Background: an optimization exercise with open tools, aiming at small area, a short achievable clock period and few clock cycles. Do not read the settings as production practice.

==> run Y: inputs <==
Design matrix_vector_mul_fp, start of the top module:
module matrix_vector_mul_fp #(
    parameter int M = 2,
    parameter int N = 4
)(
    input  logic              clk,
    input  logic              rst,
    input  logic              start,
    input  logic [M*N*32-1:0] matrix,
    input  logic [N*32-1:0]   vector,
    output logic [M*32-1:0]   result,
    output logic              done
);
    genvar i, j;
    logic [12:0] bo [N], bt [N], bn [N];
    logic        bz [N];
    generate
        for (j = 0; j < N; j++) begin: ENC
            fp_booth_enc u_enc (
                .b({vector[j*32+23 +: 8] != 8'd0, vector[j*32 +: 23]}),
                .bo(bo[j]), .bt(bt[j]), .bn(bn[j]), .bz(bz[j])
            );
        end
    endgenerate
    generate
        for (i = 0; i < M; i++) begin: ROW
            logic        ps [N];
            logic [7:0]  pe [N];      
            logic [24:0] pp [N];      
            for (j = 0; j < N; j++) begin: COL
                fp_mult u_mul (
                    .a(matrix[(i*N+j)*32 +: 32]),
                    .eb(vector[j*32+23 +: 8]), .sb(vector[j*32+31]),
                    .bo(bo[j]), .bt(bt[j]), .bn(bn[j]), .bz(bz[j]),
                    .sign(ps[j]), .ebase(pe[j]), .p(pp[j])
                );
            end
            logic        o_sbig [2], o_sub [2], o_eqs [2];
  ...
export LEC_CHECK = 0
export CAP_MARGIN = 20
export CORE_MARGIN = 2
export CORE_UTILIZATION = 40
export SLEW_MARGIN = 20
export SYNTH_HIERARCHICAL = 1
create_clock -name core_clock -period 30.0 [get_ports {clk}]
standard.sh (not shown) runs the stock make flow with config.mk's settings and CLKGATE_MAP_FILE= SYNTH_SCRIPT=/design/flow/synth_recipe.tcl, a recipe that flattens the netlist after the stock synthesis.
==> flow/flow/run.sh <==
#!/bin/bash
# The standard layout with two changes to synthesis and to timing repair:
# synthesis runs flow/synth.tcl (the standard flow's script, with ABC mapping by
# flow/abc_map.script, which does no buffering or sizing), and timing repair
# aims for 15 ns of setup slack, with buf_4 cells as the port buffers.
# make's output goes to synth.log and layout.log, each step's tool output
# to the ORFS logs under orfs/logs.
set -e
export FLOW_ABC_SCRIPT=$PWD/flow/abc_map.script
bash standard.sh SYNTH_SCRIPT=$PWD/flow/synth.tcl synth > synth.log 2>&1
bash standard.sh SETUP_SLACK_MARGIN=15 BUFFER_PORTS_ARGS="-buffer_cell sky130_fd_sc_hd__buf_4" finish > layout.log 2>&1
==> flow/flow/abc_map.script <==
&get -n
&st
&dch
&nf
&st
&syn2
&if -g -K 6
&synch2
&nf
&st
&syn2
&if -g -K 6
&synch2
&nf
&st
&syn2
&if -g -K 6
&synch2
&nf
&st
&syn2
&if -g -K 6
&synch2
&nf
&st
&syn2
&if -g -K 6
&synch2
&nf
&put
topo
stime -c
==> flow/flow/synth.tcl <==
# The standard flow's synthesis script (synth_recipe.tcl) with one change: ABC maps with
# flow/abc_map.script, which leaves out the buffering and sizing steps of
# the standard ABC script (the resizer does those after placement).
proc synth {args} { yosys synth -nofsm -noshare {*}$args }
proc abc {args} {
  set i [lsearch -exact $args -script]
  if { $i >= 0 } {
    lset args [expr {$i + 1}] $::env(FLOW_ABC_SCRIPT)
  }
  yosys abc {*}$args
}
source $::env(SCRIPTS_DIR)/synth.tcl
# left out here: clear keep_hierarchy, flatten, clean up, hide names made inside functions, write 1_2_yosys.v
==> inputs of run G, as changes to run Y <==
--- a/flow/design.v
+++ b/flow/design.v
@@ -898,30 +898,16 @@
     input  logic [W-1:0] v1,
     input  logic [W-1:0] v2,
     input  logic [W-1:0] v3,
     input  logic [1:0]   s,
     output logic [W-1:0] y
 );
     assign y = s[1] ? (s[0] ? v3 : v2) : (s[0] ? v1 : v0);
 endmodule
-module fp_add_exp_ser (
-    input  logic [7:0] ba, input logic ca, input logic [7:0] bb, input logic cb,
-    output logic gt, output logic eq, output logic [4:0] d, output logic dz, output logic [7:0] emax);
-    logic [7:0] ea, eb; logic [8:0] dab, dba;
-    assign ea = ba + {7'd0, ca};
-    assign eb = bb + {7'd0, cb};
-    assign dab = {1'b0, ea} - {1'b0, eb};
-    assign dba = {1'b0, eb} - {1'b0, ea};
-    assign gt = dba[8];
-    assign eq = (ea == eb);
-    assign d  = dba[8] ? dab[4:0] : dba[4:0];
-    assign dz = dba[8] ? (dab[7:0] >= 8'd24) : (dba[7:0] >= 8'd24);
-    assign emax = dba[8] ? ea : eb;
-endmodule
 module fp_norm (
     input  logic [7:0]  e,
     input  logic [24:0] p,
     output logic [23:0] m
 );
     assign m = {p[24] ? (e != 8'hFF) : (e != 8'h00), p[24] ? p[23:1] : p[22:0]};
 endmodule
 module fp_mcmp (
@@ -959,37 +945,39 @@
 endmodule
 module fp_add_order (
     input  logic        sa,
     input  logic [7:0]  ea,
     input  logic [24:0] pa,
     input  logic        sb,
     input  logic [7:0]  eb,
     input  logic [24:0] pb,
-    output logic        sbig,
+    output logic        sign,
     output logic        sub,
-    output logic        eqsub,
+    output logic        neg,
     output logic [23:0] big,
     output logic [23:0] sh,
     output logic [7:0]  emax
 );
     logic [23:0] ma, mb, sml, shc;
     logic        gt, eq, dz;
     logic [4:0]  d;
     fp_norm u_na (.e(ea), .p(pa), .m(ma));
     fp_norm u_nb (.e(eb), .p(pb), .m(mb));
     fp_add_exp u_exp (
         .ba(ea), .ca(pa[24]), .bb(eb), .cb(pb[24]),
         .gt(gt), .eq(eq), .d(d), .dz(dz), .emax(emax)
     );
+    logic mgt;
+    fp_mcmp u_cmp (.ma(ma), .mb(mb), .gt(mgt));
     assign sub   = sa ^ sb;
-    assign eqsub = eq & sub;
+    assign neg   = eq & sub & mgt;
     assign big   = gt ? ma : mb;
     assign sml   = gt ? mb : ma;
-    assign sbig  = gt ? sa : sb;
+    assign sign  = (gt | neg) ? sa : sb;
     fp_shift_coarse u_shc (.m(sml), .sub(sub), .d(d[4:3]), .dz(dz), .y(shc));
     fp_shift_fine   u_shf (.m(shc), .sub(sub), .d(d[2:0]), .y(sh));
 endmodule
 module fp_shift_coarse (
     input  logic [23:0] m,
     input  logic        sub,
     input  logic [1:0]  d,
     input  logic        dz,
@@ -1001,27 +989,16 @@
         case (d)
             2'd0:    y = x;
             2'd1:    y = {{8{sub}}, x[23:8]};
             default: y = {{16{sub}}, x[23:16]};
         endcase
         if (dz) y = {24{sub}};
     end
 endmodule
-module fp_shift_fill (
-    input  logic [23:0] m,
-    input  logic        f,
-    input  logic [4:0]  d,
-    input  logic        dz,
-    output logic [23:0] y
-);
-    logic [47:0] x;
-    assign x = {{24{f}}, m} >> d;
-    assign y = dz ? {24{f}} : x[23:0];
-endmodule
 module fp_shift_fine (
     input  logic [23:0] m,
     input  logic        sub,
     input  logic [2:0]  d,
     output logic [23:0] y
 );
     logic [31:0] x;
     assign x = {{8{sub}}, m} >> d;
@@ -1054,17 +1031,17 @@
 module fp_skl #(
     parameter int W = 8
 )(
     input  logic [W-1:0] g,
     input  logic [W-1:0] p,
     output logic [W-1:0] G,
     output logic [W-1:0] P
 );
-    localparam int L = $clog2(W);
+    localparam int L = (W > 32) ? 6 : (W > 16) ? 5 : (W > 8) ? 4 : (W > 4) ? 3 : (W > 2) ? 2 : 1;
     wire gl [(L+1)*W];
     wire pl [(L+1)*W];
     genvar l, i;
     generate
         for (i = 0; i < W; i++) begin: IN
             assign gl[i] = g[i];
             assign pl[i] = p[i];
         end
@@ -1084,29 +1061,22 @@
             assign P[i] = pl[L*W+i];
         end
     endgenerate
 endmodule
 module fp_add_finish (
     input  logic [23:0] big,
     input  logic [23:0] sh,
     input  logic        sub,
-    input  logic        eqsub,
-    input  logic        sa,
-    input  logic        sbig,
-    output logic        sign,
+    input  logic        neg,
     output logic [24:0] s
 );
     logic [24:0] s0, s1;
-    logic        mgt, neg;
     fp_add25cc u_add (.a({1'b0, big}), .b({sub, sh}), .s0(s0), .s1(s1));
-    fp_mcmp u_cmp (.ma(~sh), .mb(big), .gt(mgt));
-    assign neg  = eqsub & mgt;
-    assign s    = neg ? ~s0 : (sub ? s1 : s0);
-    assign sign = neg ? sa : sbig;
+    assign s = neg ? ~s0 : (sub ? s1 : s0);
 endmodule
 module fp_add2 (
     input  logic        sa,
     input  logic [7:0]  ea,
     input  logic [24:0] pa,
     input  logic        sb,
     input  logic [7:0]  eb,
     input  logic [24:0] pb,
@@ -1218,50 +1188,47 @@
             for (j = 0; j < N; j++) begin: COL
                 fp_mult u_mul (
                     .a(matrix[(i*N+j)*32 +: 32]),
                     .eb(vector[j*32+23 +: 8]), .sb(vector[j*32+31]),
                     .bo(bo[j]), .bt(bt[j]), .bn(bn[j]), .bz(bz[j]),
                     .sign(ps[j]), .ebase(pe[j]), .p(pp[j])
                 );
             end
-            logic        o_sbig [2], o_sub [2], o_eqs [2];
+            logic        o_sign [2], o_sub [2], o_neg [2];
             logic [23:0] o_big [2], o_sh [2];
             logic [7:0]  o_em [2];
-            logic        q_sbig [2], q_sub [2], q_eqs [2], q_sa [2];
+            logic        q_sign [2], q_sub [2], q_neg [2];
             logic [23:0] q_big [2], q_sh [2];
             logic [7:0]  q_em [2];
             for (j = 0; j < 2; j++) begin: A1
                 fp_add_order u_ord (
                     .sa(ps[2*j]), .ea(pe[2*j]), .pa(pp[2*j]),
                     .sb(ps[2*j+1]), .eb(pe[2*j+1]), .pb(pp[2*j+1]),
-                    .sbig(o_sbig[j]), .sub(o_sub[j]), .eqsub(o_eqs[j]), .big(o_big[j]), .sh(o_sh[j]),
+                    .sign(o_sign[j]), .sub(o_sub[j]), .neg(o_neg[j]), .big(o_big[j]), .sh(o_sh[j]),
                     .emax(o_em[j])
                 );
                 always_ff @(posedge clk) begin
-                    q_sbig[j] <= o_sbig[j];
+                    q_sign[j] <= o_sign[j];
                     q_sub[j]  <= o_sub[j];
-                    q_eqs[j]  <= o_eqs[j];
-                    q_sa[j]   <= ps[2*j];
+                    q_neg[j]  <= o_neg[j];
                     q_big[j]  <= o_big[j];
                     q_sh[j]   <= o_sh[j];
                     q_em[j]   <= o_em[j];
                 end
             end
-            logic        s1s [2];
             logic [24:0] s1 [2];
             for (j = 0; j < 2; j++) begin: F1
                 fp_add_finish u_fin (
-                    .big(q_big[j]), .sh(q_sh[j]), .sub(q_sub[j]), .eqsub(q_eqs[j]),
-                    .sa(q_sa[j]), .sbig(q_sbig[j]), .sign(s1s[j]), .s(s1[j])
+                    .big(q_big[j]), .sh(q_sh[j]), .sub(q_sub[j]), .neg(q_neg[j]), .s(s1[j])
                 );
             end
             fp_add2 u_add2 (
-                .sa(s1s[0]), .ea(q_em[0]), .pa(s1[0]),
-                .sb(s1s[1]), .eb(q_em[1]), .pb(s1[1]),
+                .sa(q_sign[0]), .ea(q_em[0]), .pa(s1[0]),
+                .sb(q_sign[1]), .eb(q_em[1]), .pb(s1[1]),
                 .y(result[i*32 +: 32])
             );
         end
     endgenerate
     always_ff @(posedge clk or posedge rst) begin
         if (rst) done <= 1'b0;
         else     done <= start;
     end
==> flow/flow/run.sh (replaced) <==
#!/bin/bash
# The standard layout with two changes to synthesis and to timing repair:
# synthesis runs flow/synth.tcl (the standard flow's script, with ABC mapping by
# flow/abc_map.script, which does no buffering or sizing), and timing repair
# aims for 15.25 ns of setup slack, with buf_2 cells as the port buffers.
# make's output goes to synth.log and layout.log, each step's tool output
# to the ORFS logs under orfs/logs.
set -e
export FLOW_ABC_SCRIPT=$PWD/flow/abc_map.script
bash standard.sh SYNTH_SCRIPT=$PWD/flow/synth.tcl synth > synth.log 2>&1
bash standard.sh SETUP_SLACK_MARGIN=15.25 BUFFER_PORTS_ARGS="-buffer_cell sky130_fd_sc_hd__buf_2" finish > layout.log 2>&1
==> flow/config.mk (replaced) <==
export PLATFORM = sky130hd
export DESIGN_NAME = matrix_vector_mul_fp
export DESIGN_NICKNAME = matrix_vector_mul_fp
export VERILOG_FILES = /design/flow/design.v
export SDC_FILE = /design/flow/constraint.sdc
export NUM_CORES = 8
export LEC_CHECK = 0
export CAP_MARGIN = 20
export CORE_MARGIN = 2
export CORE_UTILIZATION = 50
export SLEW_MARGIN = 20
export SYNTH_HIERARCHICAL = 1
==> comparison <==
- Between run G and run Y, the lower die area is in run G (gap 20%, measured against run Y).
- Wire length: run Y is larger than run G (0.78%).
- Against run Y, the first-iteration DRC count of run G is smaller by about 0.7%.
- In run G the synthesized area is smaller than in run Y, by about 0.24%.
- Of run Y and run G, run Y has the higher synthesized cell count (gap about 1.2%, measured against run G).
- Count of clock-buffer cells in the layout: run G is higher than run Y (5).
- Of run Y and run G, run Y has the higher flip-flop and latch count (gap 4).
No run of this note included a check of the RTL's function; only the layout flow was run.

## separate check: timing with driven ports
In the flow no input, the clock included, has a driving cell. The finished layouts below were timed again as built, in two steps.
Step 1, drivers: a clkbuf_16 drives clk and a buf_2 each remaining input, both assumed.
Step 2 also shifts input and output timing later by t, the mid clock arrival at the registers, as if the neighbouring blocks saw the same clock.
Slacks: ideal / step 1 / step 2; pairs: ideal / step 1.
run	t (ns)	setup WS [ns]	hold WS [ns]	latest minus earliest clock arrival (ns)	worst data-port slew with drivers (ns)
run Y	0.700	15.219 / 15.166 / 14.466	5.206 / 5.143 / 5.842	0.025 / 0.025	0.26
run G	0.686	15.422 / 15.290 / 14.603	5.195 / 5.138 / 5.824	0.019 / 0.019	0.39
After both steps setup and hold are still met in every run listed. For run G, which loses most, drivers alone change the setup slack by -0.132 ns; drivers and shift together by -0.819 ns.
